Background: an optimization exercise with open tools, aiming at small area, a short achievable clock period and few clock cycles per item. Do not read the settings as production practice. Where RTL was checked, it was by simulation tests only, not by an equivalence proof against the original. The RTL of runs 2 and 3 was laid out without a check of its function.

==> flow/config.mk <==
export PLATFORM = sky130hd
export DESIGN_NAME = Rsa256Wrapper
export DESIGN_NICKNAME = Rsa256Wrapper
export VERILOG_FILES = /design/flow/design.v
export SDC_FILE = /design/flow/constraint.sdc
export NUM_CORES = 8
export LEC_CHECK = 0
export CAP_MARGIN = 20
export CORE_MARGIN = 2
export CORE_UTILIZATION = 40
export SETUP_SLACK_MARGIN = 1.0
export SLEW_MARGIN = 45
export SYNTH_HIERARCHICAL = 1
==> flow/constraint.sdc <==
create_clock -name core_clock -period 22.0 [get_ports {avm_clk}]
set_input_delay 4.4000 -clock core_clock [delete_from_list [all_inputs] [get_ports {avm_clk}]]
set_output_delay 4.4000 -clock core_clock [all_outputs]
set_load 0.01 [all_outputs]
==> flow/design.v <==
module Rsa256Core #(
	parameter R  = 6,
	parameter NT = 262,           
	parameter WB = 263,           
	parameter WS = 264            
)(
	input  [WS-1:0] i_scf,
	input  [WS-1:0] i_ssf,
	input           i_cin,
	input  [R-1:0]  i_a,          
	input  [R-1:0]  i_q,          
	input  [WB-1:0] i_b,
	input  [NT-1:0] i_nt,
	output [WS-1:0] o_scf,
	output [WS-1:0] o_ssf,
	output          o_cin
);
localparam W = WS + R;        
wire [(2*R+2)*W-1:0] rows;
assign rows[0 +: W] = {{R{1'b1}}, i_scf};
assign rows[W +: W] = {{R{1'b1}}, i_ssf};
genvar j;
generate for (j = 0; j < R; j = j + 1) begin : g_pp
	wire [WB-1:0] pb = ~(i_b & {WB{i_a[j]}});
	wire [NT-1:0] pn = ~(i_nt & {NT{i_q[j]}});
	if (j == 0) begin : g0
		assign rows[(2*j+2)*W +: W] = {{(W-WB){1'b1}}, pb};
		assign rows[(2*j+3)*W +: W] = {{(W-NT){1'b1}}, pn};
	end else begin : gj
		assign rows[(2*j+2)*W +: W] = {{(W-WB-j){1'b1}}, pb, {j{1'b1}}};
		assign rows[(2*j+3)*W +: W] = {{(W-NT-j){1'b1}}, pn, {j{1'b1}}};
	end
end endgenerate
wire [W-1:0] u, v;
CsaTree #(.W(W), .N(2*R+2), .CIN(1), .FILL(1)) tree (.rows(rows), .cin(~i_cin), .o_s(u), .o_c(v));
assign o_scf = u[W-1:R];
assign o_ssf = v[W-1:R];
assign o_cin = ~&{u[R-1:0], v[R-1:0]};
endmodule
module Rsa256QNext #(
	parameter R = 6
)(
	input  [2*R-1:0] i_sc,        
	input  [2*R-1:0] i_ss,
	input            i_cin,
	input  [2*R-1:0] i_pa,        
	input  [R-1:0]   i_q,         
	input  [R-1:0]   i_hp,        
	input  [R-1:0]   i_pb,        
	output [R-1:0]   o_q
);
wire [2*R-1:0] vs, vc;
CsaTree #(.W(2*R), .N(3), .CIN(1), .FILL(0)) vtree (.rows({i_sc, i_ss, i_pa}), .cin(i_cin), .o_s(vs), .o_c(vc));
wire clo;
KsAdd #(.W(R)) vlo (.a(vs[R-1:0]), .b(vc[R-1:0]), .ci(1'b0), .s(), .co(clo));
wire [(R+2)*R-1:0] rows;
assign rows[0 +: R] = vs[2*R-1:R];
assign rows[R +: R] = vc[2*R-1:R];
genvar j;
generate for (j = 0; j < R; j = j + 1) begin : g_pp
	assign rows[(j+2)*R +: R] = i_q[j] ? (i_hp << j) : {R{1'b0}};
end endgenerate
wire [R-1:0] hs, hc;
CsaTree #(.W(R), .N(R+2), .CIN(1), .FILL(0)) htree (.rows(rows), .cin(clo), .o_s(hs), .o_c(hc));
wire [R-1:0] ts, tc;
CsaTree #(.W(R), .N(3), .CIN(0), .FILL(0)) ttree (.rows({hs, hc, i_pb}), .cin(1'b0), .o_s(ts), .o_c(tc));
KsAdd #(.W(R)) tadd (.a(ts), .b(tc), .ci(1'b0), .s(o_q), .co());
endmodule
module CsaTree #(
	parameter W    = 8,
	parameter N    = 3,
	parameter CIN  = 0,
	parameter FILL = 0
)(
	input  [N*W-1:0] rows,
	input            cin,
	output [W-1:0]   o_s,
	output [W-1:0]   o_c
);
function automatic integer nrows(input integer n, input integer l);
	integer k, i;
	begin
		k = n;
		for (i = 0; i < l; i = i + 1) k = (k / 3) * 2 + (k % 3);
		nrows = k;
	end
endfunction
function automatic integer nlevels(input integer n);
	integer k, l, i;
	begin
		k = n;
		l = 0;
		for (i = 0; i < 32; i = i + 1) if (k > 2) begin k = (k / 3) * 2 + (k % 3); l = l + 1; end
		nlevels = l;
	end
endfunction
localparam L = nlevels(N);
wire [(L+1)*N*W-1:0] r;
genvar i, g;
generate
	assign r[0 +: N*W] = rows;
	for (i = 0; i < L; i = i + 1) begin : g_lvl
		localparam NI = nrows(N, i);
		localparam NG = NI / 3;
		for (g = 0; g < NI - 3 * NG; g = g + 1) begin : g_pass
			assign r[((i+1)*N + g)*W +: W] = r[(i*N + 3*NG + g)*W +: W];
		end
		for (g = 0; g < NG; g = g + 1) begin : g_grp
			wire [W-1:0] c;
			CsaRow #(.W(W)) row (
				.x(r[(i*N + 3*g)*W +: W]),
				.y(r[(i*N + 3*g + 1)*W +: W]),
				.z(r[(i*N + 3*g + 2)*W +: W]),
				.s(r[((i+1)*N + NI - 3*NG + 2*g)*W +: W]),
				.c(c)
			);
			if (CIN && i == 0 && g == 0) begin : g_cin
				assign r[((i+1)*N + NI - 3*NG + 2*g + 1)*W +: W] = {c[W-2:0], cin};
			end else begin : g_nocin
				assign r[((i+1)*N + NI - 3*NG + 2*g + 1)*W +: W] = {c[W-2:0], FILL[0]};
			end
		end
		for (g = NI - NG; g < N; g = g + 1) begin : g_fill
			assign r[((i+1)*N + g)*W +: W] = {W{1'b0}};
		end
	end
endgenerate
assign o_s = r[(L*N)*W +: W];
assign o_c = r[(L*N + 1)*W +: W];
endmodule
module CsaRow #(
	parameter W = 8
)(
	input  [W-1:0] x,
	input  [W-1:0] y,
	input  [W-1:0] z,
	output [W-1:0] s,
	output [W-1:0] c
);
assign s = x ^ y ^ z;
assign c = (x & y) | (x & z) | (y & z);
endmodule
module BkAdd #(
	parameter W = 8
)(
	input  [W-1:0] a,
	input  [W-1:0] b,
	input          ci,
	output [W-1:0] s,
	output         co
);
wire [W-1:0] p;
wire [W:0]   c;
BkCarry #(.W(W)) carry (.a(a), .b(b), .ci(ci), .p(p), .c(c));
assign s  = p ^ c[W-1:0];
assign co = c[W];
endmodule
module BkCarry #(
	parameter W = 8
)(
	input  [W-1:0] a,
	input  [W-1:0] b,
	input          ci,
	output [W-1:0] p,
	output [W:0]   c
);
function automatic integer clog2(input integer x);
	integer n, i;
	begin
		n = 0;
		for (i = 0; i < 31; i = i + 1) if ((1 << i) < x) n = i + 1;
		clog2 = n;
	end
endfunction
localparam L = clog2(W + 1);
wire [(2*L)*(W+1)-1:0] g;
wire [(2*L)*(W+1)-1:0] pp;
assign g[0 +: W+1]  = {a & b, ci};
assign pp[0 +: W+1] = {a ^ b, 1'b0};
genvar lv, j;
generate
	for (lv = 0; lv < L; lv = lv + 1) begin : up
		for (j = 0; j <= W; j = j + 1) begin : b
			if ((j + 1) % (2 << lv) == 0) begin : op
				assign g[(lv+1)*(W+1) + j]  = g[lv*(W+1) + j] | (pp[lv*(W+1) + j] & g[lv*(W+1) + j - (1 << lv)]);
				assign pp[(lv+1)*(W+1) + j] = pp[lv*(W+1) + j] & pp[lv*(W+1) + j - (1 << lv)];
			end else begin : pass
				assign g[(lv+1)*(W+1) + j]  = g[lv*(W+1) + j];
				assign pp[(lv+1)*(W+1) + j] = pp[lv*(W+1) + j];
			end
		end
	end
	for (lv = L - 2; lv >= 0; lv = lv - 1) begin : dn
		for (j = 0; j <= W; j = j + 1) begin : b
			if ((j + 1) % (2 << lv) == (1 << lv) && j + 1 > (2 << lv)) begin : op
				assign g[(2*L-1-lv)*(W+1) + j]  = g[(2*L-2-lv)*(W+1) + j] | (pp[(2*L-2-lv)*(W+1) + j] & g[(2*L-2-lv)*(W+1) + j - (1 << lv)]);
				assign pp[(2*L-1-lv)*(W+1) + j] = pp[(2*L-2-lv)*(W+1) + j] & pp[(2*L-2-lv)*(W+1) + j - (1 << lv)];
			end else begin : pass
				assign g[(2*L-1-lv)*(W+1) + j]  = g[(2*L-2-lv)*(W+1) + j];
				assign pp[(2*L-1-lv)*(W+1) + j] = pp[(2*L-2-lv)*(W+1) + j];
			end
		end
	end
endgenerate
assign c = g[(2*L-1)*(W+1) +: W+1];
assign p = pp[W:1];
endmodule
module KsAdd #(
	parameter W = 8
)(
	input  [W-1:0] a,
	input  [W-1:0] b,
	input          ci,
	output [W-1:0] s,
	output         co
);
wire [W-1:0] p;
wire [W:0]   c;
KsCarry #(.W(W)) carry (.a(a), .b(b), .ci(ci), .p(p), .c(c));
assign s  = p ^ c[W-1:0];
assign co = c[W];
endmodule
module KsCarry #(
	parameter W = 8
)(
	input  [W-1:0] a,
	input  [W-1:0] b,
	input          ci,
	output [W-1:0] p,
	output [W:0]   c
);
function automatic integer clog2(input integer x);
	integer n, i;
	begin
		n = 0;
		for (i = 0; i < 31; i = i + 1) if ((1 << i) < x) n = i + 1;
		clog2 = n;
	end
endfunction
localparam L = clog2(W + 1);
wire [(L+1)*(W+1)-1:0] g;
wire [(L+1)*(W+1)-1:0] pp;
assign g[0 +: W+1]  = {a & b, ci};
assign pp[0 +: W+1] = {a ^ b, 1'b0};
genvar lv, j;
generate
	for (lv = 0; lv < L; lv = lv + 1) begin : lvl
		for (j = 0; j <= W; j = j + 1) begin : b
			if (j >= (1 << lv)) begin : op
				assign g[(lv+1)*(W+1) + j]  = g[lv*(W+1) + j] | (pp[lv*(W+1) + j] & g[lv*(W+1) + j - (1 << lv)]);
				assign pp[(lv+1)*(W+1) + j] = pp[lv*(W+1) + j] & pp[lv*(W+1) + j - (1 << lv)];
			end else begin : pass
				assign g[(lv+1)*(W+1) + j]  = g[lv*(W+1) + j];
				assign pp[(lv+1)*(W+1) + j] = pp[lv*(W+1) + j];
			end
		end
	end
endgenerate
assign c = g[L*(W+1) +: W+1];
assign p = pp[W:1];
endmodule
module MulLo #(
	parameter WA = 6,
	parameter WP = 6
)(
	input  [WA-1:0] a,
	input  [WP-1:0] b,
	output [WP-1:0] p
);
wire [WA*WP-1:0] rows;
genvar j;
generate for (j = 0; j < WA; j = j + 1) begin : g_pp
	assign rows[j*WP +: WP] = a[j] ? (b << j) : {WP{1'b0}};
end endgenerate
wire [WP-1:0] s, c;
CsaTree #(.W(WP), .N(WA), .CIN(0), .FILL(0)) tree (.rows(rows), .cin(1'b0), .o_s(s), .o_c(c));
KsAdd #(.W(WP)) add (.a(s), .b(c), .ci(1'b0), .s(p), .co());
endmodule
module Rsa256Wrapper (
    input         avm_rst,
    input         avm_clk,
    output  [4:0] avm_address,
    output        avm_read,
    input  [31:0] avm_readdata,
    output        avm_write,
    output [31:0] avm_writedata,
    input         avm_waitrequest
);
localparam R  = 8;                           
localparam NT = 256 + R;                     
localparam WB = NT + 1;                      
localparam WS = NT + 2;                      
localparam M  = (WS + R - 1) / R;            
localparam K  = R * M;                       
localparam RX_BASE     = 5'd0;
localparam TX_BASE     = 5'd4;
localparam STATUS_BASE = 5'd8;
localparam S_RXS   = 0;    
localparam S_RXD   = 1;    
localparam S_WAIT  = 2;    
localparam S_NT0   = 3;    
localparam S_NTA   = 4;    
localparam S_NTB   = 5;    
localparam S_DBLA  = 6;    
localparam S_DBLB  = 7;    
localparam S_SCAN  = 8;    
localparam S_MONT  = 9;    
localparam S_CONV  = 10;   
localparam S_FINAL = 11;   
localparam S_TXS   = 12;   
localparam S_TXD   = 13;   
localparam NS      = 14;
localparam O_PRE1 = 0;     
localparam O_PRE2 = 1;     
localparam O_SQR  = 2;     
localparam O_MUL1 = 3;     
localparam O_MUL3 = 4;     
localparam O_FIN  = 5;     
localparam NO     = 6;
logic [NS-1:0] st;
logic [NO-1:0] op;
logic         rd_r, wr_r;                
logic [4:0]   addr_r;
logic         rd_n, wr_n;
logic [4:0]   addr_n;
logic [8:0]   cnt;
logic [8:0]   bitcnt;                    
logic         keyed, started, fr;
logic         sq2;                       
logic [1:0]   mulp;                      
logic         shp, shk;                  
logic [255:0] N, D;
logic [256:0] Q;                         
logic [K-1:0] Cm;                        
logic [K-1:0] C3;                        
logic [WB-1:0] X;
logic [7:0]   txb, rxb;
logic [R-1:0] ad, q, dn, hp;             
logic [2*R-1:0] pa;                      
logic [WS-1:0] Scf, Ssf;                 
logic         cin;
assign avm_address   = addr_r;
assign avm_read      = rd_r;
assign avm_write     = wr_r;
assign avm_writedata = {24'd0, txb};
wire done = !avm_waitrequest;
wire [NT-1:0] Nt = {Q[NT-R:0], {(R-1){1'b1}}};
wire a_x  = op[O_PRE1] || op[O_SQR];
wire a_cm = op[O_MUL1];
wire a_c3 = op[O_PRE2] || op[O_MUL3];
wire d_c3 = op[O_PRE1] || op[O_PRE2];
wire [WS-1:0] t_scf, t_ssf;
wire          t_cin;
Rsa256Core #(.R(R), .NT(NT), .WB(WB), .WS(WS)) step (
    .i_scf(Scf), .i_ssf(Ssf), .i_cin(cin), .i_a(ad), .i_q(q),
    .i_b(X), .i_nt(Nt),
    .o_scf(t_scf), .o_ssf(t_ssf), .o_cin(t_cin)
);
wire [WS-1:0] nsum;
BkAdd #(.W(WS)) add (.a(Scf), .b(Ssf), .ci(~cin), .s(nsum), .co());
wire [WS-1:0] sum = ~nsum;
wire [2*R-1:0] nlo;
KsAdd #(.W(2*R)) addlo (.a(Scf[2*R-1:0]), .b(Ssf[2*R-1:0]), .ci(~cin), .s(nlo), .co());
wire [2*R-1:0] sum_lo = ~nlo;
wire          ge  = ~sum[WS-1];
wire conv_x = st[S_CONV] && !d_c3;       
logic [WB-1:0] X_next;
always_comb begin
    X_next = X;
    if (shp) X_next = {X[WB-9:0], rxb};
    if (conv_x) X_next = sum[WB-1:0];
    if (st[S_DBLB]) X_next = ge ? sum[WB-1:0] : ~Scf[WB-1:0];
end
wire more  = bitcnt != 9'd256;           
wire win3  = D[255] && D[254] && bitcnt != 9'd255;
wire [NO-1:0] op_conv = op[O_PRE1]                     ? (1 << O_PRE2) :
                        (op[O_SQR] && sq2)             ? (1 << O_SQR)  :
                        (op[O_SQR] && mulp == 2'd1)    ? (1 << O_MUL1) :
                        (op[O_SQR] && mulp == 2'd3)    ? (1 << O_MUL3) :
                                                         (1 << O_SQR);
logic [NO-1:0] cn;                       
logic [NO-1:0] op_next;
always_comb begin
    op_next = op;
    if (st[S_SCAN] && more && D[255]) op_next = 1 << O_PRE1;
    if (st[S_FINAL]) op_next = 1 << O_FIN;
    if (st[S_CONV]) op_next = cn;
end
wire decide = st[S_CONV] && !op[O_PRE1] && !op[O_FIN] &&
              !(op[O_SQR] && (sq2 || mulp != 2'd0));
wire [WB-1:0]  X_new  = conv_x ? sum[WB-1:0] : X;
wire [2*R-1:0] X_new2 = conv_x ? sum_lo : X[2*R-1:0];
wire [K-1:0]   C3_new = (st[S_CONV] && d_c3) ? {{(K-WB){1'b0}}, sum[WB-1:0]} : C3;
wire [R-1:0]   C3_new1 = (st[S_CONV] && d_c3) ? sum_lo[R-1:0] : C3[R-1:0];
logic [R-1:0] ad_first;
always_comb begin
    ad_first = X_new2[R-1:0];
    if (st[S_CONV] && cn[O_MUL1]) ad_first = Cm[R-1:0];
    if (st[S_CONV] && (cn[O_MUL3] || cn[O_PRE2])) ad_first = C3_new1;
    if (st[S_FINAL]) ad_first = {{(R-1){1'b0}}, 1'b1};
end
wire [K-1:0]  Xp = {{(K-WB){1'b0}}, X};
wire [6:0]    didx = cnt[6:0] + 7'd2;
logic [R-1:0] xdig;
always_comb begin
    xdig = '0;
    for (int i = 2; i < M; i++)
        if (didx == i) xdig = Xp[i*R +: R];
end
wire [R-1:0] dn_next = st[S_MONT] ? xdig : X_new2[2*R-1:R];
wire [R-1:0]   ad_mont = a_x ? dn : a_cm ? Cm[2*R-1:R] : a_c3 ? C3[2*R-1:R] : {R{1'b0}};
wire [R-1:0]   ad_next = st[S_MONT] ? ad_mont : ad_first;
wire [2*R-1:0] pm, pg;
MulLo #(.WA(R), .WP(2*R)) mul_pm (.a(ad_mont), .b(X[2*R-1:0]), .p(pm));
MulLo #(.WA(R), .WP(2*R)) mul_pg (.a(ad_first), .b(X_new2), .p(pg));
wire [R-1:0] q_mont;
Rsa256QNext #(.R(R)) qnext (
    .i_sc(~Scf[2*R-1:0]), .i_ss(~Ssf[2*R-1:0]), .i_cin(cin), .i_pa(pa), .i_q(q),
    .i_hp(hp), .i_pb(pm[R-1:0]), .o_q(q_mont)
);
wire [2*R-1:0] pa_next = st[S_MONT] ? pm : pg;
wire [R-1:0]   q_next  = st[S_MONT] ? q_mont : pg[R-1:0];
wire ntlast = (cnt == R - 1);
wire rot1 = (st[S_SCAN] && more) || (decide && more && !win3);
wire rot2 = decide && more && win3;
always_ff @(posedge avm_clk) begin
    X   <= X_next;
    rxb <= avm_readdata[7:0];
    ad  <= ad_next;
    cn  <= op_conv;
    pa  <= pa_next;
    q   <= q_next;
    dn  <= dn_next;
    hp  <= Q[R:1] + 1'b1;
    if (shp || (st[S_DBLB] && fr)) txb <= X_next[R+247 -: 8];
    if (st[S_MONT]) begin
        Scf <= t_scf;
        Ssf <= t_ssf;
        cin <= t_cin;
    end else if (st[S_DBLA] || st[S_DBLB]) begin
        Scf <= st[S_DBLA] ? ~{X[WS-2:256] & {(WS-257){fr}}, X[255:0], 1'b0}
                          : {ge ? nsum[WS-2:0] : Scf[WS-2:0], 1'b1};
        Ssf <= fr ? {{(WS-256-R){1'b0}}, N, {R{1'b0}}} : {{(WS-256){1'b0}}, N};
        cin <= 1'b1;
    end else if (st[S_NTA]) begin
        Scf <= ~{{(WS-257){1'b0}}, Q};
        Ssf <= Q[0] ? '1 : ~{{(WS-256){1'b0}}, N};
        cin <= 1'b0;
    end else begin
        Scf <= '1;
        Ssf <= '1;
        cin <= st[S_FINAL] && !started;
    end
    if (st[S_NT0])
        Q <= {2'b0, N[255:1]};
    else if (st[S_NTB])
        Q <= ntlast ? sum[256:0] : {1'b0, sum[256:1]};
    if (shk) begin
        D <= {D[247:0], X[255:248]};
        N <= {N[247:0], D[255:248]};
    end else if (rot1) begin
        D <= {D[254:0], D[255]};
    end else if (rot2) begin
        D <= {D[253:0], D[255:254]};
    end
    if (st[S_SCAN] && !started)
        Cm <= Xp;
    else if (st[S_MONT] && a_cm)
        Cm <= {Cm[R-1:0], Cm[K-1:R]};
    if (st[S_CONV] && d_c3)
        C3 <= C3_new;
    else if (st[S_MONT] && a_c3)
        C3 <= {C3[R-1:0], C3[K-1:R]};
end
always_comb begin
    rd_n   = st[S_RXS] || st[S_RXD] || st[S_TXS];
    wr_n   = st[S_TXD];
    addr_n = st[S_RXD] ? RX_BASE : st[S_TXD] ? TX_BASE : STATUS_BASE;
    if (st[S_RXS] && done && avm_readdata[7]) addr_n = RX_BASE;
    if (st[S_RXD] && done) begin
        if (cnt == (keyed ? 9'd31 : 9'd95)) rd_n = 1'b0;
        else addr_n = STATUS_BASE;
    end
    if (st[S_DBLB] && fr && cnt == R - 1) begin
        rd_n   = 1'b1;
        addr_n = STATUS_BASE;
    end
    if (st[S_TXS] && done && avm_readdata[6]) begin
        rd_n   = 1'b0;
        wr_n   = 1'b1;
        addr_n = TX_BASE;
    end
    if (st[S_TXD] && done) begin
        rd_n   = 1'b1;
        wr_n   = 1'b0;
        addr_n = STATUS_BASE;
    end
end
always_ff @(posedge avm_clk) begin
    rd_r   <= avm_rst ? 1'b1 : rd_n;
    wr_r   <= avm_rst ? 1'b0 : wr_n;
    addr_r <= avm_rst ? STATUS_BASE : addr_n;
end
always_ff @(posedge avm_clk or posedge avm_rst) begin
    if (avm_rst) begin
        st      <= 1 << S_RXS;
        op      <= 1 << O_SQR;
        cnt     <= 9'd0;
        bitcnt  <= 9'd0;
        keyed   <= 1'b0;
        started <= 1'b0;
        fr      <= 1'b0;
        sq2     <= 1'b0;
        mulp    <= 2'd0;
        shp     <= 1'b0;
        shk     <= 1'b0;
    end else begin
        shp <= (st[S_RXD] || st[S_TXD]) && done;
        shk <= st[S_RXD] && done && !keyed;
        op  <= op_next;
        if (st[S_RXS] && done && avm_readdata[7]) st <= 1 << S_RXD;
        if (st[S_RXD] && done) begin
            cnt <= cnt + 9'd1;
            if (cnt == (keyed ? 9'd31 : 9'd95)) begin
                keyed <= 1'b1;
                cnt   <= 9'd0;
                st    <= 1 << S_WAIT;
            end else begin
                st    <= 1 << S_RXS;
            end
        end
        if (st[S_WAIT]) begin
            cnt <= 9'd1;
            st  <= 1 << S_NT0;
        end
        if (st[S_NT0]) st <= 1 << S_NTA;
        if (st[S_NTA]) st <= 1 << S_NTB;
        if (st[S_NTB]) begin
            cnt <= cnt + 9'd1;
            if (ntlast) begin
                cnt <= 9'd0;
                fr  <= 1'b0;
                st  <= 1 << S_DBLA;
            end else begin
                st  <= 1 << S_NTA;
            end
        end
        if (st[S_DBLA]) st <= 1 << S_DBLB;
        if (st[S_DBLB]) begin
            cnt <= cnt + 9'd1;
            if (fr && cnt == R - 1) begin
                cnt <= 9'd0;
                st  <= 1 << S_TXS;
            end else if (!fr && cnt == K - 1) begin
                cnt     <= 9'd0;
                bitcnt  <= 9'd0;
                started <= 1'b0;
                st      <= 1 << S_SCAN;
            end
        end
        if (st[S_SCAN]) begin
            if (!more) begin
                st <= 1 << S_FINAL;
            end else begin
                bitcnt <= bitcnt + 9'd1;
                if (D[255]) begin
                    started <= 1'b1;
                    cnt     <= 9'd0;
                    st      <= 1 << S_MONT;
                end
            end
        end
        if (st[S_MONT]) begin
            cnt <= cnt + 9'd1;
            if (cnt == M - 1) begin
                cnt <= 9'd0;
                st  <= 1 << S_CONV;
            end
        end
        if (st[S_CONV]) begin
            if (op[O_FIN]) begin
                fr <= 1'b1;
                st <= 1 << S_DBLA;
            end else if (decide && !more) begin
                st <= 1 << S_FINAL;
            end else begin
                st <= 1 << S_MONT;
            end
            if (op[O_SQR] && sq2) sq2 <= 1'b0;
            else if (op[O_SQR]) mulp <= 2'd0;
            if (decide && more) begin
                if (win3) begin
                    bitcnt <= bitcnt + 9'd2;
                    sq2    <= 1'b1;
                    mulp   <= 2'd3;
                end else begin
                    bitcnt <= bitcnt + 9'd1;
                    sq2    <= 1'b0;
                    mulp   <= D[255] ? 2'd1 : 2'd0;
                end
            end
        end
        if (st[S_FINAL]) st <= started ? (1 << S_MONT) : (1 << S_CONV);
        if (st[S_TXS] && done && avm_readdata[6]) st <= 1 << S_TXD;
        if (st[S_TXD] && done) begin
            cnt <= cnt + 9'd1;
            if (cnt == 9'd30) begin
                cnt <= 9'd0;
                st  <= 1 << S_RXS;
            end else begin
                st  <= 1 << S_TXS;
            end
        end
    end
end
endmodule
==> flow/flow/run.sh <==
#!/bin/bash
# Standard synthesis, then the standard ORFS layout steps with repair_timing
# aiming at a shorter period than the constraint (which stays as it is), and
# port buffers of a plain buffer cell.
set -euo pipefail
MARGIN=16.1
bash standard.sh synth > synth.log 2>&1
bash standard.sh SETUP_SLACK_MARGIN=$MARGIN SKIP_BUFFER_REMOVAL=1 \
    "BUFFER_PORTS_ARGS=-inputs -outputs -buffer_cell sky130_fd_sc_hd__buf_4" \
    floorplan place cts route finish > layout.log 2>&1
==> flow/standard.sh <==
#!/bin/bash
# synth_recipe.tcl (not shown) runs the flow's synth.tcl, then flattens the netlist and writes it again
# the make line also repeats each setting of config.mk as NAME=value (left out here)
make -C /OpenROAD-flow-scripts/flow DESIGN_CONFIG=/design/flow/config.mk WORK_HOME=/design/flow/orfs CLKGATE_MAP_FILE= SYNTH_SCRIPT=/design/flow/synth_recipe.tcl "${@:-finish}"
==> results of run 1 <==
timing repair:
| item | CTS | global route |
|---|---|---|
| endpoints found under the setup margin | 673 | 280 |
| gates resized for setup | 262 | 128 |
| setup buffers | 101 | 31 |
| pin swaps | 112 | 53 |
| gates cloned | 17 | 3 |
per-layer routing:
layer	vias to the layer above	wire length, um
li1	73600	-
met1	94100	333000
met2	11200	375000
met3	1997	98400
met4	20	46800
met5	-	131
final timing paths:
path | startpoint | endpoint
setup / recovery | op[1] | q[7]
hold / removal | cn[2] | op[2]
setup reg to reg | op[1] | q[7]
hold reg to reg | cn[2] | op[2]
max in group asynchronous | avm_rst | shk
min in group asynchronous | avm_rst | st[3]
flip-flops by register name (all words and copies together) (netlist names), 9 cells and up:
signal	count
C3	272
N	256
bitcnt	9
D	256
Q	257
st	14
Cm	272
Scf	266
pa	16
cnt	9
X	265
Ssf	266
layout by cell type (no fill, tap or decap), drive strengths merged, types with 68 or more instances in the layout:
| cell type | n |
|---|---|
| xor2 | 329 |
| o21ai | 1524 |
| buf | 617 |
| dfxtp | 621 |
| nand2 | 7367 |
| nand3 | 84 |
| mux2i | 765 |
| inv | 130 |
| a221oi | 292 |
| a21oi | 528 |
| and2 | 252 |
| a21boi | 244 |
| conb | 329 |
| fa | 4664 |
| nand4 | 76 |
| clkinv | 106 |
| nor2 | 745 |
| edfxtp | 1562 |
| a31oi | 271 |
| clkbuf | 373 |
| a21o | 476 |
| ha | 340 |
| nor3 | 68 |
tightest hold or removal path: cells and delay by family, from the launching register on:
kind / cells / cell delay (ns)
flip-flops: 1 / 0.29
AO/OA/AOI/OAI: 1 / 0.07
AND/OR/NAND/NOR: 1 / 0.05
cell type report:
type / instances / area share
multi-input combinational: 18900 / 0.660
sequential: 2229 / 0.236
tap: 7782 / 0.0380
clock buffer: 362 / 0.0296
timing repair buffer: 636 / 0.0287
clock inverter: 150 / 0.00579
inverter: 119 / 0.00178
antenna: 17 / 0.000166
through the flow:
step                cells  instance area [sq um]
floorplan           23200                 237000
global placement    29400                 241000
detailed placement  29500                 243000
CTS                 30200                 255000
global route        30200                 257000
finish              30200                 257000
==> summary.txt, run 1 <==
area delta synth->final 9.03%; cell mode on critical path fa_1; filler instances 55100; crit-path cells nor2_4 > nor2_4 > a22oi_2 > o21ai_1 > buf_4 > and2_4 > fa_1 > fa_1 > fa_1 > fa_1 > ha_2 > or2_1 > a311oi_2 > nor2_2 > a21o_1 > xor2_4 > fa_2 > ha_4 > nand2_4 > o31ai_4 > xor2_1 > nand2_1 > nand2_1; Bufs and invs on worst path 1; Skew-Pair Late Insertion Delay 1.00 ns; layout cells sized above 1 0.0648; dpl hpwl 609000 um; vias post-DR 181000; Ys Warns 7; fmax 165 MHz; # setup viols final 0; TritonCTS clock tree yes; via/cell ratio 5.99; area of the multi-input gates 169000 sq um; Hold Crit Depth 2; number of nets with antenna violations after routing 0; largest net degree at the start of global routing 187; initial antenna violation count 26; crit path capture type register; Most Crowded Layer GR met2; die area 594000 sq um; number of global-route vias before repair 188000; TritonRoute pass-1 iters 6; crit path launch type register; RSZ-0062 raised after global routing true; Top Ports 74; Die X 771 um; CP required 22.92 ns; Worst Tran Pin Value 0.904 ns; die height 771 um; final worst path period need 6.07 ns; cell family with most CP delay adder cells; DRC viols 0; all-layer global routing usage 0.285; GR Util met3 0.0692; worst r2r path cells 23; CORE AREA 586000 sq um; CP peak stage delay 0.57 ns; maxcap violations 0; Worst path depth 23; Root Buffer clkbuf_16; Clk pin slew, worst setup/hold paths 0.06 ns; Layout Skew 0.0636 ns; relative slew slack 0.391; Hold Path Class reg2reg; routed length per instance 28.2 um; first-pass GRT wire length 1270000 um; met2 global-route usage 0.433; Cell Rows 281; worst hold slack 0.419 ns; Syn Inst Count 22900; Sequential Area 60700 sq um; Worst Slack Setup Final 15.93 ns; post-layout net count 27200; status complete, no violations; Slew Limit Fails 0; arrival time worst endpoint 7.00 ns; Hold Vio Cnt, Final 0; starting density of the core 0.402; CTS H-tree depth 5; # port buffers 22; GRT Residual Overflow 0; Syn Std Cell Area 235000 sq um; Clock Path Buffers 4; DRT iter0 DRCs 22000; Crit Path Category reg2reg; # hold bufs at CTS 0; reg-to-reg slack, setup 15.93 ns; post-layout util 0.438; worst slack at placement 13.35 ns; Fin Setup TNS 0 ns; syn avg cell area 10.3 sq um; total CTS buffers 280; Final GP Congestion 0.953; Tcrit/Tclk final 0.276; clock sinks 2229; GR met1 Demand/Resource 0.388; CP max-delay cell fa_2; CP Max Fanout 8; final wirelength 854000 um
Testbench counts, summed over its fixed seeds: cycles 300,019, items 24.
==> run 2: changes to the inputs <==
--- a/flow/design.v
+++ b/flow/design.v
@@ -286,7 +286,7 @@
     output [31:0] avm_writedata,
     input         avm_waitrequest
 );
-localparam R  = 8;                           
+localparam R  = 10;                           
 localparam NT = 256 + R;                     
 localparam WB = NT + 1;                      
 localparam WS = NT + 2;                      
@@ -309,7 +309,8 @@
 localparam S_FINAL = 11;   
 localparam S_TXS   = 12;   
 localparam S_TXD   = 13;   
-localparam NS      = 14;
+localparam S_PREP  = 14;   
+localparam NS      = 15;
 localparam O_PRE1 = 0;     
 localparam O_PRE2 = 1;     
 localparam O_SQR  = 2;     
@@ -359,9 +360,6 @@
 wire [WS-1:0] nsum;
 BkAdd #(.W(WS)) add (.a(Scf), .b(Ssf), .ci(~cin), .s(nsum), .co());
 wire [WS-1:0] sum = ~nsum;
-wire [2*R-1:0] nlo;
-KsAdd #(.W(2*R)) addlo (.a(Scf[2*R-1:0]), .b(Ssf[2*R-1:0]), .ci(~cin), .s(nlo), .co());
-wire [2*R-1:0] sum_lo = ~nlo;
 wire          ge  = ~sum[WS-1];
 wire conv_x = st[S_CONV] && !d_c3;       
 logic [WB-1:0] X_next;
@@ -389,15 +387,13 @@
 wire decide = st[S_CONV] && !op[O_PRE1] && !op[O_FIN] &&
               !(op[O_SQR] && (sq2 || mulp != 2'd0));
 wire [WB-1:0]  X_new  = conv_x ? sum[WB-1:0] : X;
-wire [2*R-1:0] X_new2 = conv_x ? sum_lo : X[2*R-1:0];
 wire [K-1:0]   C3_new = (st[S_CONV] && d_c3) ? {{(K-WB){1'b0}}, sum[WB-1:0]} : C3;
-wire [R-1:0]   C3_new1 = (st[S_CONV] && d_c3) ? sum_lo[R-1:0] : C3[R-1:0];
 logic [R-1:0] ad_first;
 always_comb begin
-    ad_first = X_new2[R-1:0];
-    if (st[S_CONV] && cn[O_MUL1]) ad_first = Cm[R-1:0];
-    if (st[S_CONV] && (cn[O_MUL3] || cn[O_PRE2])) ad_first = C3_new1;
-    if (st[S_FINAL]) ad_first = {{(R-1){1'b0}}, 1'b1};
+    ad_first = X[R-1:0];
+    if (a_cm) ad_first = Cm[R-1:0];
+    if (a_c3) ad_first = C3[R-1:0];
+    if (op[O_FIN]) ad_first = {{(R-1){1'b0}}, 1'b1};
 end
 wire [K-1:0]  Xp = {{(K-WB){1'b0}}, X};
 wire [6:0]    didx = cnt[6:0] + 7'd2;
@@ -407,12 +403,12 @@
     for (int i = 2; i < M; i++)
         if (didx == i) xdig = Xp[i*R +: R];
 end
-wire [R-1:0] dn_next = st[S_MONT] ? xdig : X_new2[2*R-1:R];
+wire [R-1:0] dn_next = st[S_MONT] ? xdig : X[2*R-1:R];
 wire [R-1:0]   ad_mont = a_x ? dn : a_cm ? Cm[2*R-1:R] : a_c3 ? C3[2*R-1:R] : {R{1'b0}};
 wire [R-1:0]   ad_next = st[S_MONT] ? ad_mont : ad_first;
 wire [2*R-1:0] pm, pg;
 MulLo #(.WA(R), .WP(2*R)) mul_pm (.a(ad_mont), .b(X[2*R-1:0]), .p(pm));
-MulLo #(.WA(R), .WP(2*R)) mul_pg (.a(ad_first), .b(X_new2), .p(pg));
+MulLo #(.WA(R), .WP(2*R)) mul_pg (.a(ad_first), .b(X[2*R-1:0]), .p(pg));
 wire [R-1:0] q_mont;
 Rsa256QNext #(.R(R)) qnext (
     .i_sc(~Scf[2*R-1:0]), .i_ss(~Ssf[2*R-1:0]), .i_cin(cin), .i_pa(pa), .i_q(q),
@@ -566,7 +562,7 @@
                 if (D[255]) begin
                     started <= 1'b1;
                     cnt     <= 9'd0;
-                    st      <= 1 << S_MONT;
+                    st      <= 1 << S_PREP;
                 end
             end
         end
@@ -584,7 +580,7 @@
             end else if (decide && !more) begin
                 st <= 1 << S_FINAL;
             end else begin
-                st <= 1 << S_MONT;
+                st <= 1 << S_PREP;
             end
             if (op[O_SQR] && sq2) sq2 <= 1'b0;
             else if (op[O_SQR]) mulp <= 2'd0;
@@ -600,7 +596,8 @@
                 end
             end
         end
-        if (st[S_FINAL]) st <= started ? (1 << S_MONT) : (1 << S_CONV);
+        if (st[S_FINAL]) st <= started ? (1 << S_PREP) : (1 << S_CONV);
+        if (st[S_PREP]) st <= 1 << S_MONT;
         if (st[S_TXS] && done && avm_readdata[6]) st <= 1 << S_TXD;
         if (st[S_TXD] && done) begin
             cnt <= cnt + 9'd1;
==> run 2 against run 1 <==
Net effect:
- cell count up 14%
- worst setup slack got worse by 0.22 ns
- non-clock buffer count is 159 higher
- global-route usage shrank 0.21 points
- count of clock-buffer cells in the layout is 13 higher
- via count increased by 13%
- critical path type unchanged
- critical endpoint is now q[8]
==> summary.txt, run 2 <==
status complete, no violations; post-layout util 0.434; most frequent cells in the layout nand2_1 (8288), fa_1 (5992), edfxtp_1 (1568); routed length per instance 28.7 um; post-layout net count 31500; Syn Inst Count 25700; CP Max Fanout 14; Final GP Congestion 1.00; GRT Residual Overflow 0; maxcap violations 0; number of global-route vias before repair 215000; first-pass GRT wire length 1460000 um; reg2reg end q[8]; CORE AREA 677000 sq um; Tcrit/Tclk final 0.286; relative slew slack 0.364; Hold Vio Cnt, Final 0; biggest regs C3: 270 flops, Cm: 270 flops; Hold Crit Depth 2; # hold bufs at CTS 0; crit path launch type register; Die X 829 um; Syn Std Cell Area 272000 sq um; largest net degree at the start of global routing 207; CTS H-tree depth 5; syn avg cell area 10.6 sq um; Worst Tran Pin Value 0.953 ns; worst r2r path cells 23; die height 829 um; Hold Path Class reg2reg; filler instances 63700; Top Ports 74; hold path start Cm[268]; Clock Path Buffers 4; DRC viols 0; Clk pin slew, worst setup/hold paths 0.06 ns; DRT iter0 DRCs 24900; reg-to-reg slack, setup 15.70 ns; arrival time worst endpoint 7.26 ns; dpl hpwl 712000 um; Cell Rows 302; number of nets with antenna violations after routing 0; Root Buffer clkbuf_16; Sequential Area 61000 sq um; # setup viols final 0; commonest non-fill, non-tap cell in the layout nand2_1; final worst path period need 6.30 ns; via/cell ratio 5.96; area of the multi-input gates 202000 sq um; hold endpoint Cm[268]; die area 687000 sq um; Fin Setup TNS 0 ns; final wirelength 986000 um; initial antenna violation count 37; Skew-Pair Late Insertion Delay 1.05 ns; Ys Warns 7; CP required 22.97 ns; crit path capture type register; Slew Limit Fails 0; Crit Path Category reg2reg; TritonRoute pass-1 iters 6; starting density of the core 0.402; RSZ-0062 raised after global routing true; Layout Skew 0.0846 ns; total CTS buffers 282; TritonCTS clock tree yes; layout cells sized above 1 0.0717; fmax 159 MHz; Critical Path Start op[0]; area delta synth->final 7.89%; all-layer global routing usage 0.283; vias post-DR 205000; RR Startpoint op[0]; # port buffers 22; clock sinks 2244
## run 2: cell count changes in the layout (fill, tap and decap cells not counted), sizes merged, moves of 25 or more
cell	change
buf	+155
nor2	-29
nand2	+1142
conb	+145
and2	+138
fa	+1346
diode	+25
o21ai	+26
a21o	-29
a21oi	+62
a221oi	-47
## run 2: metrics by stage
stage | cell area, sq um | std cells | hold slack (ns) | setup slack, ns
final | 294000 | 34400 | 0.464 | 15.70
after CTS | 291000 | 34200 | 0.461 | 15.68
after detailed placement | 280000 | 33600 | 0.448 | 13.41
after floorplan | 274000 | 26100 | 0.362 | 15.94
after global routing | 294000 | 34400 | 0.478 | 15.50
after global placement | 277000 | 33500 | 0.445 | 12.96
## run 2: timing repair
action	4_1_cts	5_1_grt
gates cloned	22	8
endpoints found under the setup margin	842	361
buffers inserted	84	43
pin swaps	65	94
gates resized for setup	217	128
## run 2: worst max path at each step
| stage | end | slack, ns |
|---|---|---|
| 2_1_floorplan | cnt[4] | 15.94 |
| 3_3_place_gp | Scf[66] | 12.96 |
| 3_5_place_dp | Scf[66] | 13.41 |
| 4_1_cts | q[9] | 15.68 |
| 5_1_grt | q[9] | 15.50 |
| 6_report | q[8] | 15.70 |
## run 2: area by class of cell
type                            instances  share of cell area
Antenna cell                           42            0.000358
Multi-Input combinational cell      21700               0.689
Clock inverter                        143             0.00543
Sequential cell                      2244               0.208
Inverter                              134             0.00176
Clock buffer                          375              0.0261
Tap cell                             8968              0.0382
Timing Repair Buffer                  795              0.0317
## run 2: metal layers
metal  vias up  GRT usage  wire length [um]
li1      81900          -                 -
met4        28      0.142             61200
met3      2440     0.0703            112000
met2     13000      0.428            435000
met5         -          0               193
met1    107000      0.380            377000
## run 2: critical path, stage by stage, from the launching register on
cell	delay [ns]
dfrtp_2	0.41
or2_4	0.31
buf_4	0.17
nand2_2	0.10
o21ai_4	0.07
buf_12	0.15
buf_4	0.15
and2_1	0.16
fa_2	0.54
fa_2	0.44
fa_1	0.52
fa_1	0.51
fa_1	0.52
ha_4	0.29
xor2_4	0.16
fa_1	0.50
ha_4	0.31
o21ai_4	0.06
nor2_2	0.12
a41oi_2	0.18
a31oi_2	0.27
xor2_1	0.17
nand2_1	0.07
nand2_1	0.07
==> run 3: changes to the inputs <==
--- a/flow/design.v
+++ b/flow/design.v
@@ -31,8 +31,22 @@
 		assign rows[(2*j+3)*W +: W] = {{(W-NT-j){1'b1}}, pn, {j{1'b1}}};
 	end
 end endgenerate
+function automatic [1023:0] row_ranges(input integer dummy);
+	reg [1023:0] t;
+	integer k;
+	begin
+		t = 0;
+		t[0 +: 32]  = {WS[15:0], 16'd0};
+		t[32 +: 32] = {WS[15:0], 16'd0};
+		for (k = 0; k < R; k = k + 1) begin
+			t[(2*k+2)*32 +: 32] = {16'(k + WB), 16'(k)};
+			t[(2*k+3)*32 +: 32] = {16'(k + NT), 16'(k)};
+		end
+		row_ranges = t;
+	end
+endfunction
 wire [W-1:0] u, v;
-CsaTree #(.W(W), .N(2*R+2), .CIN(1), .FILL(1)) tree (.rows(rows), .cin(~i_cin), .o_s(u), .o_c(v));
+CsaTree #(.W(W), .N(2*R+2), .CIN(1), .FILL(1), .RANGE(row_ranges(0))) tree (.rows(rows), .cin(~i_cin), .o_s(u), .o_c(v));
 assign o_scf = u[W-1:R];
 assign o_ssf = v[W-1:R];
 assign o_cin = ~&{u[R-1:0], v[R-1:0]};
@@ -70,7 +84,8 @@
 	parameter W    = 8,
 	parameter N    = 3,
 	parameter CIN  = 0,
-	parameter FILL = 0
+	parameter FILL = 0,
+	parameter [1023:0] RANGE = 0  
 )(
 	input  [N*W-1:0] rows,
 	input            cin,
@@ -95,6 +110,42 @@
 	end
 endfunction
 localparam L = nlevels(N);
+function automatic integer imin(input integer a, input integer b);
+	imin = a < b ? a : b;
+endfunction
+function automatic integer imax(input integer a, input integer b);
+	imax = a > b ? a : b;
+endfunction
+function automatic [8191:0] ranges(input integer dummy);
+	reg [8191:0] t;
+	integer i, k, g, ni, ng, lo, hi, a;
+	begin
+		t = 0;
+		for (k = 0; k < N; k = k + 1)
+			if (RANGE == 0) t[k*32 +: 32] = {16'(W), 16'd0};
+			else t[k*32 +: 32] = RANGE[k*32 +: 32];
+		for (i = 0; i < L; i = i + 1) begin
+			ni = nrows(N, i);
+			ng = ni / 3;
+			for (g = 0; g < ni - 3 * ng; g = g + 1)
+				t[((i+1)*N + g)*32 +: 32] = t[(i*N + 3*ng + g)*32 +: 32];
+			for (g = 0; g < ng; g = g + 1) begin
+				lo = W;
+				hi = 0;
+				for (k = 0; k < 3; k = k + 1) begin
+					a = i*N + 3*g + k;
+					lo = imin(lo, t[a*32 +: 16]);
+					hi = imax(hi, t[a*32 + 16 +: 16]);
+				end
+				t[((i+1)*N + ni - 3*ng + 2*g)*32 +: 32] = {16'(hi), 16'(lo)};
+				t[((i+1)*N + ni - 3*ng + 2*g + 1)*32 +: 32] =
+					{16'(imin(hi + 1, W)), 16'((CIN && i == 0 && g == 0) ? 0 : lo + 1)};
+			end
+		end
+		ranges = t;
+	end
+endfunction
+localparam [8191:0] RT = ranges(0);
 wire [(L+1)*N*W-1:0] r;
 genvar i, g;
 generate
@@ -106,8 +157,10 @@
 			assign r[((i+1)*N + g)*W +: W] = r[(i*N + 3*NG + g)*W +: W];
 		end
 		for (g = 0; g < NG; g = g + 1) begin : g_grp
+			localparam integer RLO = RT[((i+1)*N + NI - 3*NG + 2*g)*32 +: 16];
+			localparam integer RHI = RT[((i+1)*N + NI - 3*NG + 2*g)*32 + 16 +: 16];
 			wire [W-1:0] c;
-			CsaRow #(.W(W)) row (
+			CsaRow #(.W(W), .LO(RLO), .HI(RHI), .FILL(FILL)) row (
 				.x(r[(i*N + 3*g)*W +: W]),
 				.y(r[(i*N + 3*g + 1)*W +: W]),
 				.z(r[(i*N + 3*g + 2)*W +: W]),
@@ -129,7 +182,10 @@
 assign o_c = r[(L*N + 1)*W +: W];
 endmodule
 module CsaRow #(
-	parameter W = 8
+	parameter W    = 8,
+	parameter LO   = 0,         
+	parameter HI   = 8,
+	parameter FILL = 0
 )(
 	input  [W-1:0] x,
 	input  [W-1:0] y,
@@ -137,8 +193,16 @@
 	output [W-1:0] s,
 	output [W-1:0] c
 );
-assign s = x ^ y ^ z;
-assign c = (x & y) | (x & z) | (y & z);
+genvar i;
+generate for (i = 0; i < W; i = i + 1) begin : b
+	if (i >= LO && i < HI) begin : fa
+		assign s[i] = x[i] ^ y[i] ^ z[i];
+		assign c[i] = (x[i] & y[i]) | (x[i] & z[i]) | (y[i] & z[i]);
+	end else begin : k
+		assign s[i] = FILL[0];
+		assign c[i] = FILL[0];
+	end
+end endgenerate
 endmodule
 module BkAdd #(
 	parameter W = 8
@@ -286,7 +350,7 @@
     output [31:0] avm_writedata,
     input         avm_waitrequest
 );
-localparam R  = 10;                           
+localparam R  = 12;                           
 localparam NT = 256 + R;                     
 localparam WB = NT + 1;                      
 localparam WS = NT + 2;                      
@@ -403,8 +467,9 @@
     for (int i = 2; i < M; i++)
         if (didx == i) xdig = Xp[i*R +: R];
 end
-wire [R-1:0] dn_next = st[S_MONT] ? xdig : X[2*R-1:R];
-wire [R-1:0]   ad_mont = a_x ? dn : a_cm ? Cm[2*R-1:R] : a_c3 ? C3[2*R-1:R] : {R{1'b0}};
+wire [R-1:0] dn_next = st[S_MONT] ? (a_x ? xdig : a_cm ? Cm[3*R-1:2*R] : a_c3 ? C3[3*R-1:2*R] : {R{1'b0}})
+                                  : (a_x ? X[2*R-1:R] : a_cm ? Cm[2*R-1:R] : a_c3 ? C3[2*R-1:R] : {R{1'b0}});
+wire [R-1:0]   ad_mont = dn;
 wire [R-1:0]   ad_next = st[S_MONT] ? ad_mont : ad_first;
 wire [2*R-1:0] pm, pg;
 MulLo #(.WA(R), .WP(2*R)) mul_pm (.a(ad_mont), .b(X[2*R-1:0]), .p(pm));
==> run 3 against run 2 <==
Net effect:
- final area increased by 13%
- core utilization increased by 0.20 points
- register-to-register slack gained 0.11 ns
- worst hold slack lost 0.046 ns
- routed wire length increased by 18%
- maximum frequency increased by 1.8%
- via count is 13% higher
==> summary.txt, run 3 <==
status complete, no violations; clock sinks 2274; die area 773000 sq um; CP peak stage delay 0.58 ns; Non-Filler Instances 38800; Die X 879 um; Hold Vio Cnt, Final 0; routed length per instance 29.9 um; CTS H-tree depth 5; relative slew slack 0.346; Hold Crit Depth 2; Ys Warns 7; placed insts 37900; Clk pin slew, worst setup/hold paths 0.07 ns; Slew Limit Fails 0; CP required 22.88 ns; # setup viols final 0; # port buffers 22; filler instances 71400; Worst Tran Pin Value 0.970 ns; Critical Path Start X[0]; hold endpoint op[2]; layout cells sized above 1 0.0781; largest net degree at the start of global routing 136; Hold Path Class reg2reg; RSZ-0062 raised after global routing true; GRT Residual Overflow 0; Sequential Area 61700 sq um; CP Max Fanout 5; arrival time worst endpoint 7.06 ns; number of nets with antenna violations after routing 0; via/cell ratio 5.98; CP max-delay cell fa_1; most frequent cells in the layout nand2_1 (9687), fa_1 (7214), edfxtp_1 (1574); reg2reg end pa[23]; final wirelength 1160000 um; starting density of the core 0.401; fmax 162 MHz; worst hold slack 0.419 ns; Syn Std Cell Area 306000 sq um; all-layer global routing usage 0.295; total CTS buffers 286; Skew-Pair Late Insertion Delay 1.07 ns; TritonCTS clock tree yes; first-pass GRT wire length 1690000 um; reg-to-reg slack, setup 15.82 ns; final worst path period need 6.19 ns; RR Startpoint X[0]; area delta synth->final 8.56%; post-layout util 0.436; crit-path cells buf_12 > buf_12 > mux2i_4 > nor2_4 > buf_12 > a211o_4 > buf_4 > and2_4 > fa_2 > fa_1 > fa_2 > fa_1 > fa_1 > ha_4 > and4_4 > a22oi_2 > nand2_1 > a221o_1 > nand2_2 > o21ai_4 > xor2_2 > mux2_2; TritonRoute pass-1 iters 8; Crit Path Category reg2reg; initial antenna violation count 59; Final GP Congestion 0.975; worst r2r path cells 22; Layout Skew 0.113 ns; Tcrit/Tclk final 0.281; crit path capture type register; Cell Rows 321; crit path launch type register; Clock Path Buffers 4; DRT iter0 DRCs 29500; maxcap violations 0; post-layout net count 35900; number of global-route vias before repair 244000; Root Buffer clkbuf_16; biggest regs C3: 276 flops, Cm: 276 flops; syn avg cell area 10.6 sq um; CORE AREA 764000 sq um; commonest non-fill, non-tap cell in the layout nand2_1; Top Ports 74; DRC viols 0; Fin Setup TNS 0 ns; Syn Inst Count 28800; vias post-DR 232000; hold path start cn[2]; die height 879 um; area of the multi-input gates 234000 sq um; dpl hpwl 851000 um
## run 3: area by class of cell
cell class	instances	share of cell area
Timing Repair Buffer	1150	0.0414
Inverter	150	0.00175
Clock inverter	136	0.00427
Sequential cell	2274	0.186
Tap cell	10200	0.0383
Multi-Input combinational cell	24500	0.705
Antenna cell	52	0.000391
Clock buffer	388	0.0238
## run 3: layer usage
metal / vias to the layer above / global-route usage / share of wire
li1: 91500 / - / -
met1: 122000 / 0.394 / 0.38
met2: 15100 / 0.446 / 0.44
met3: 2889 / 0.0740 / 0.12
met4: 44 / 0.153 / 0.067
met5: - / 0 / 0.00026
## run 3: repair_timing
action	CTS	global route
endpoints found under the setup margin	997	420
cloned	29	18
hold buffers	0	0
buffers inserted	132	89
pin swaps	123	157
resized for setup	481	270
## run 3: worst max path at each step
| stage | end | slack, ns | depth (start not counted) |
|---|---|---|---|
| after floorplan | pa[17] | 16.10 | 19 |
| after global placement | Scf[79] | 12.25 | 23 |
| after detailed placement | Scf[79] | 12.78 | 25 |
| after CTS | avm_writedata[3] | 15.83 | 1 |
| after global routing | pa[23] | 15.71 | 22 |
| final | pa[23] | 15.82 | 22 |
## run 3: worst max-delay path, delay by kind of cell (launching register included)
family	cells	cell delay (ns)
fa+ha+maj	6	2.79
compound gates	4	0.95
buf+inv	4	0.64
simple gates	5	0.58
flops	1	0.48
mux	2	0.47
xor+xnor	1	0.17
## run 3: through the flow
stage	setup slack, ns	area (sq um)
final	15.82	333000
after detailed placement	12.78	316000
after CTS	15.83	329000
after global routing	15.71	333000
after global placement	12.25	311000
after floorplan	16.10	308000
==> run 4: changes to the inputs <==
--- a/flow/design.v
+++ b/flow/design.v
@@ -350,7 +350,7 @@
     output [31:0] avm_writedata,
     input         avm_waitrequest
 );
-localparam R  = 12;                           
+localparam R  = 10;                           
 localparam NT = 256 + R;                     
 localparam WB = NT + 1;                      
 localparam WS = NT + 2;                      
--- a/flow/config.mk
+++ b/flow/config.mk
@@ -7,7 +7,7 @@
 export LEC_CHECK = 0
 export CAP_MARGIN = 20
 export CORE_MARGIN = 2
-export CORE_UTILIZATION = 40
+export CORE_UTILIZATION = 55
 export SETUP_SLACK_MARGIN = 1.0
 export SLEW_MARGIN = 45
 export SYNTH_HIERARCHICAL = 1
==> run 4 against run 3 <==
Net effect:
- count of clock-buffer cells in the layout is 13 lower
- still clean
- die area is 36% lower
- maximum frequency is 1.8% higher
- largest cell class unchanged
- synthesized area is 12% lower
- non-clock buffer count is 307 lower
- first-iteration DRC count is 10% lower
==> summary.txt, run 4 <==
via/cell ratio 6.51; worst slack at placement 12.78 ns; syn avg cell area 10.5 sq um; Top Ports 74; final worst path period need 6.08 ns; Syn Std Cell Area 271000 sq um; Final GP Congestion 0.977; clock sinks 2244; Skew-Pair Late Insertion Delay 0.98 ns; crit path launch type register; area delta synth->final 6.40%; all-layer global routing usage 0.407; initial antenna violation count 56; number of global-route vias before repair 213000; CP required 17.60 ns; maxcap violations 0; Fin Setup TNS 0 ns; Worst Tran Pin Value 0.995 ns; worst r2r path cells 18; reg-to-reg slack, setup 16.00 ns; filler instances 41800; Hold Vio Cnt, Final 0; dpl hpwl 728000 um; CP max-delay cell edfxtp_1; status complete, no violations; biggest regs C3: 270 flops, Cm: 270 flops; relative slew slack 0.334; commonest non-fill, non-tap cell in the layout nand2_1; number of nets with antenna violations after routing 0; Hold Path Class reg2reg; post-layout net count 31200; Syn Inst Count 25700; crit-path cells buf_6; die height 706 um; Clk pin slew, worst setup/hold paths 0.06 ns; total CTS buffers 281; CP Max Fanout 1; largest net degree at the start of global routing 169; Critical Path Start txb[4]; final wirelength 1010000 um; most frequent cells in the layout nand2_1 (8356), fa_1 (5868), edfxtp_1 (1568); Slew Limit Fails 0; cell family with most CP delay flip-flops; # setup viols final 0; vias post-DR 206000; crit path capture type output port; die area 498000 sq um; CTS H-tree depth 5; routed length per instance 31.9 um; CP peak stage delay 0.53 ns; Cell Rows 257; area of the multi-input gates 199000 sq um; Tcrit/Tclk final 0.276; layout cells sized above 1 0.0754; GRT Residual Overflow 0; arrival time worst endpoint 1.68 ns; DRC viols 0; Worst path depth 1; CORE AREA 490000 sq um; TritonCTS clock tree yes; Sequential Area 61000 sq um; TritonRoute pass-1 iters 9; first-pass GRT wire length 1480000 um; Clock Path Buffers 4; RR Startpoint Scf[131]; Hold Crit Depth 2; RSZ-0062 raised after global routing true; Ys Warns 7; Crit Path Category reg2out; starting density of the core 0.553; fmax 165 MHz; Root Buffer clkbuf_16; Bufs and invs on worst path 1; Layout Skew 0.0649 ns; # port buffers 22; hold path start cn[2]; Worst Slack Setup Final 15.92 ns; DRT iter0 DRCs 26600; Die X 706 um
==> run 4: what timing repair did <==
action	in CTS	in global routing
endpoints found under the setup margin	800	323
gates resized for setup	294	236
cloned	24	5
hold buffers	0	0
setup buffers	83	49
pin swaps	48	111
==> run 4: final timing paths <==
path / endpoint
setup / recovery: avm_writedata[4]
hold / removal: op[2]
setup reg to reg: txb[2]
hold reg to reg: op[2]
max in group asynchronous: op[3]
min in group asynchronous: started
==> run 4: tightest hold or removal path, cell delays in order, from the launching register on <==
cell     delay, ns
dfxtp_1       0.30
nand2_1       0.05
o21ai_0       0.07
==> run 4: per-stage QoR <==
step | util | std cells | hold WS, ns | cell area (sq um)
floorplan | - | 26000 | 0.345 | 272000
global placement | 0.554 | 30800 | 0.402 | 271000
detailed placement | 0.559 | 30900 | 0.414 | 274000
CTS | 0.583 | 31600 | 0.421 | 286000
global route | 0.588 | 31700 | 0.458 | 288000
finish | 0.588 | 31700 | 0.417 | 288000
==> run 4: layer usage <==
layer	vias to the layer above	track usage	share of wire
met3	2634	0.107	0.12
met1	108000	0.568	0.38
li1	81900	-	-
met4	56	0.206	0.061
met5	-	0.00202	0.00037
met2	14000	0.591	0.43
==> run 4: area by class of cell <==
type                       instances  share of cell area
clock inverter                   136             0.00489
antenna                           30            0.000260
timing repair buffer             843              0.0347
inverter                         128             0.00171
clock buffer                     375              0.0268
tap                             6475              0.0281
multi-input combinational      21500               0.692
sequential                      2244               0.212
Testbench counts of run 4, summed over its fixed seeds: cycles 250,615, items 24.
==> run 5: changes to the inputs <==
--- a/flow/config.mk
+++ b/flow/config.mk
@@ -8,6 +8,8 @@
 export CAP_MARGIN = 20
 export CORE_MARGIN = 2
 export CORE_UTILIZATION = 55
+export CTS_CLUSTER_DIAMETER = 100
+export CTS_CLUSTER_SIZE = 18
 export SETUP_SLACK_MARGIN = 1.0
 export SLEW_MARGIN = 45
 export SYNTH_HIERARCHICAL = 1
==> run 5 against run 4 <==
Net effect:
- critical path depth did not move
- worst setup slack improved by 0.0045 ns
- synthesized area unchanged
- still clean on timing, DRC and antenna
- clock skew up 0.035 ns
- final area fell by 1.3%
- die area unchanged
- cell count is 0.56% lower
- register-to-register slack got worse by 0.05 ns
- critical endpoint is now avm_writedata[6]
- highest routed layer unchanged
==> summary.txt, run 5 <==
CP max-delay cell edfxtp_1; biggest regs C3: 270 flops, Cm: 270 flops; post-route cell area 285000 sq um; vias post-DR 206000; Top Ports 74; DRC viols 0; Hold Path Class reg2reg; Sequential Area 61000 sq um; # setup viols final 0; CORE AREA 490000 sq um; CP required 17.60 ns; post-layout net count 31100; maxcap violations 0; Root Buffer clkbuf_16; all-layer global routing usage 0.405; status complete, no violations; fmax 165 MHz; final wirelength 1010000 um; Layout Skew 0.100 ns; Bufs and invs on worst path 1; reg2reg end pa[17]; die area 498000 sq um; area delta synth->final 5.06%; Slew Limit Fails 0; Clock Path Buffers 4; Hold Crit Depth 2; number of global-route vias before repair 212000; clock sinks 2244; initial antenna violation count 55; relative slew slack 0.345; Hold Vio Cnt, Final 0; layout cells sized above 1 0.0699; Tcrit/Tclk final 0.276; Die X 706 um; hold endpoint op[2]; first-pass GRT wire length 1480000 um; crit path launch type register; CP Max Fanout 1; starting density of the core 0.553; cell family with most CP delay flip-flops; CTS H-tree depth 4; GRT Residual Overflow 0; Crit Path Category reg2out; crit-path cells buf_6; hold path start cn[2]; worst r2r path cells 20; crit path capture type output port; dpl hpwl 728000 um; Syn Inst Count 25700; CP peak stage delay 0.54 ns; via/cell ratio 6.54; area of the multi-input gates 199000 sq um; DRT iter0 DRCs 26600; RR Startpoint X[7]; Syn Std Cell Area 271000 sq um; reg-to-reg slack, setup 15.95 ns; TritonCTS clock tree yes; Skew-Pair Late Insertion Delay 1.00 ns; number of nets with antenna violations after routing 0; Fin Setup TNS 0 ns; Clk pin slew, worst setup/hold paths 0.09 ns; TritonRoute pass-1 iters 7; Worst Tran Pin Value 0.980 ns; Ys Warns 7; die height 706 um; Final GP Congestion 0.977; commonest non-fill, non-tap cell in the layout nand2_1; arrival time worst endpoint 1.67 ns; # port buffers 22; final worst path period need 6.07 ns; routed length per instance 32.1 um; most frequent cells in the layout nand2_1 (8358), fa_1 (5863), edfxtp_1 (1568); Cell Rows 257; largest net degree at the start of global routing 169; area post-placement 274000 sq um; total CTS buffers 164; syn avg cell area 10.5 sq um; worst hold slack 0.433 ns; RSZ-0062 raised after global routing true; filler instances 42200
run 5: layer usage:
layer	track usage	part of all wire	vias to the layer above
li1	-	-	81600
met1	0.567	0.38	108000
met2	0.590	0.43	14100
met3	0.106	0.12	2560
met4	0.201	0.061	46
met5	0.00202	0.00030	-
run 5: through the flow:
stage / util / worst slack (ns) / cells
2_1_floorplan: - / 16.11 / 26000
3_3_place_gp: 0.554 / 12.15 / 30800
4_1_cts: 0.575 / 15.88 / 31400
6_report: 0.581 / 15.93 / 31500
5_1_grt: 0.581 / 15.87 / 31500
3_5_place_dp: 0.559 / 12.78 / 30900
run 5: how the worst max path moves through the flow:
stage	cells past startpoint	endpoint	startpoint
after floorplan	20	q[9]	X[6]
after global placement	22	Scf[143]	Scf[74]
after detailed placement	24	Scf[143]	Scf[4]
after CTS	1	avm_writedata[4]	txb[4]
after global routing	21	pa[19]	X[7]
final	1	avm_writedata[6]	txb[6]
run 5: cell type report:
type / instances / area share
antenna: 44 / 0.000387
inverter: 128 / 0.00173
timing repair buffer: 863 / 0.0359
sequential: 2244 / 0.214
clock inverter: 46 / 0.00204
multi-input combinational: 21500 / 0.701
clock buffer: 254 / 0.0162
tap: 6475 / 0.0285
run 5: timing repair:
action	CTS	global route
setup buffers	92	56
pin swaps	45	133
cloned	27	6
endpoints found under the setup margin	802	413
resized for setup	300	254
hold buffers	0	0

## separate check: timing with driven ports
Ports are ideal in the flow. The routed layouts listed here were re-timed in OpenROAD. Step 1: set_driving_cell puts a clkbuf_16 on avm_clk and a buf_2 on each other input, an assumption about the parent block. Step 2 adds t to the input delays and takes it off the output delays; t is the mean of the earliest and latest rising clock arrival at the registers after step 1. Input paths then give back, and output paths get back, about the clock's delay inside the block. Slacks: ideal / step 1 / step 2; pairs: ideal / step 1.
run	shift t [ns]	slack for setup (ns)	worst setup path at the end	latest minus earliest clock arrival (ns)	slew at the worst register clock pin (ns)
run 1	1.115	15.927 / 15.811 / 15.466	input to register	0.067 / 0.067	0.07 / 0.07
run 2	1.136	15.702 / 15.702 / 15.588	input to register	0.090 / 0.091	0.07 / 0.07
run 3	1.149	15.815 / 15.771 / 15.593	input to register	0.114 / 0.113	0.08 / 0.08
run 4	1.070	15.924 / 15.798 / 15.417	input to register	0.065 / 0.065	0.08 / 0.08
run 5	1.092	15.929 / 15.788 / 15.355	input to register	0.101 / 0.100	0.09 / 0.09
After both steps setup and hold are still met in every run listed. The setup slack of run 5, which loses most, moves by -0.141 ns with the drivers and by -0.574 ns with both steps.
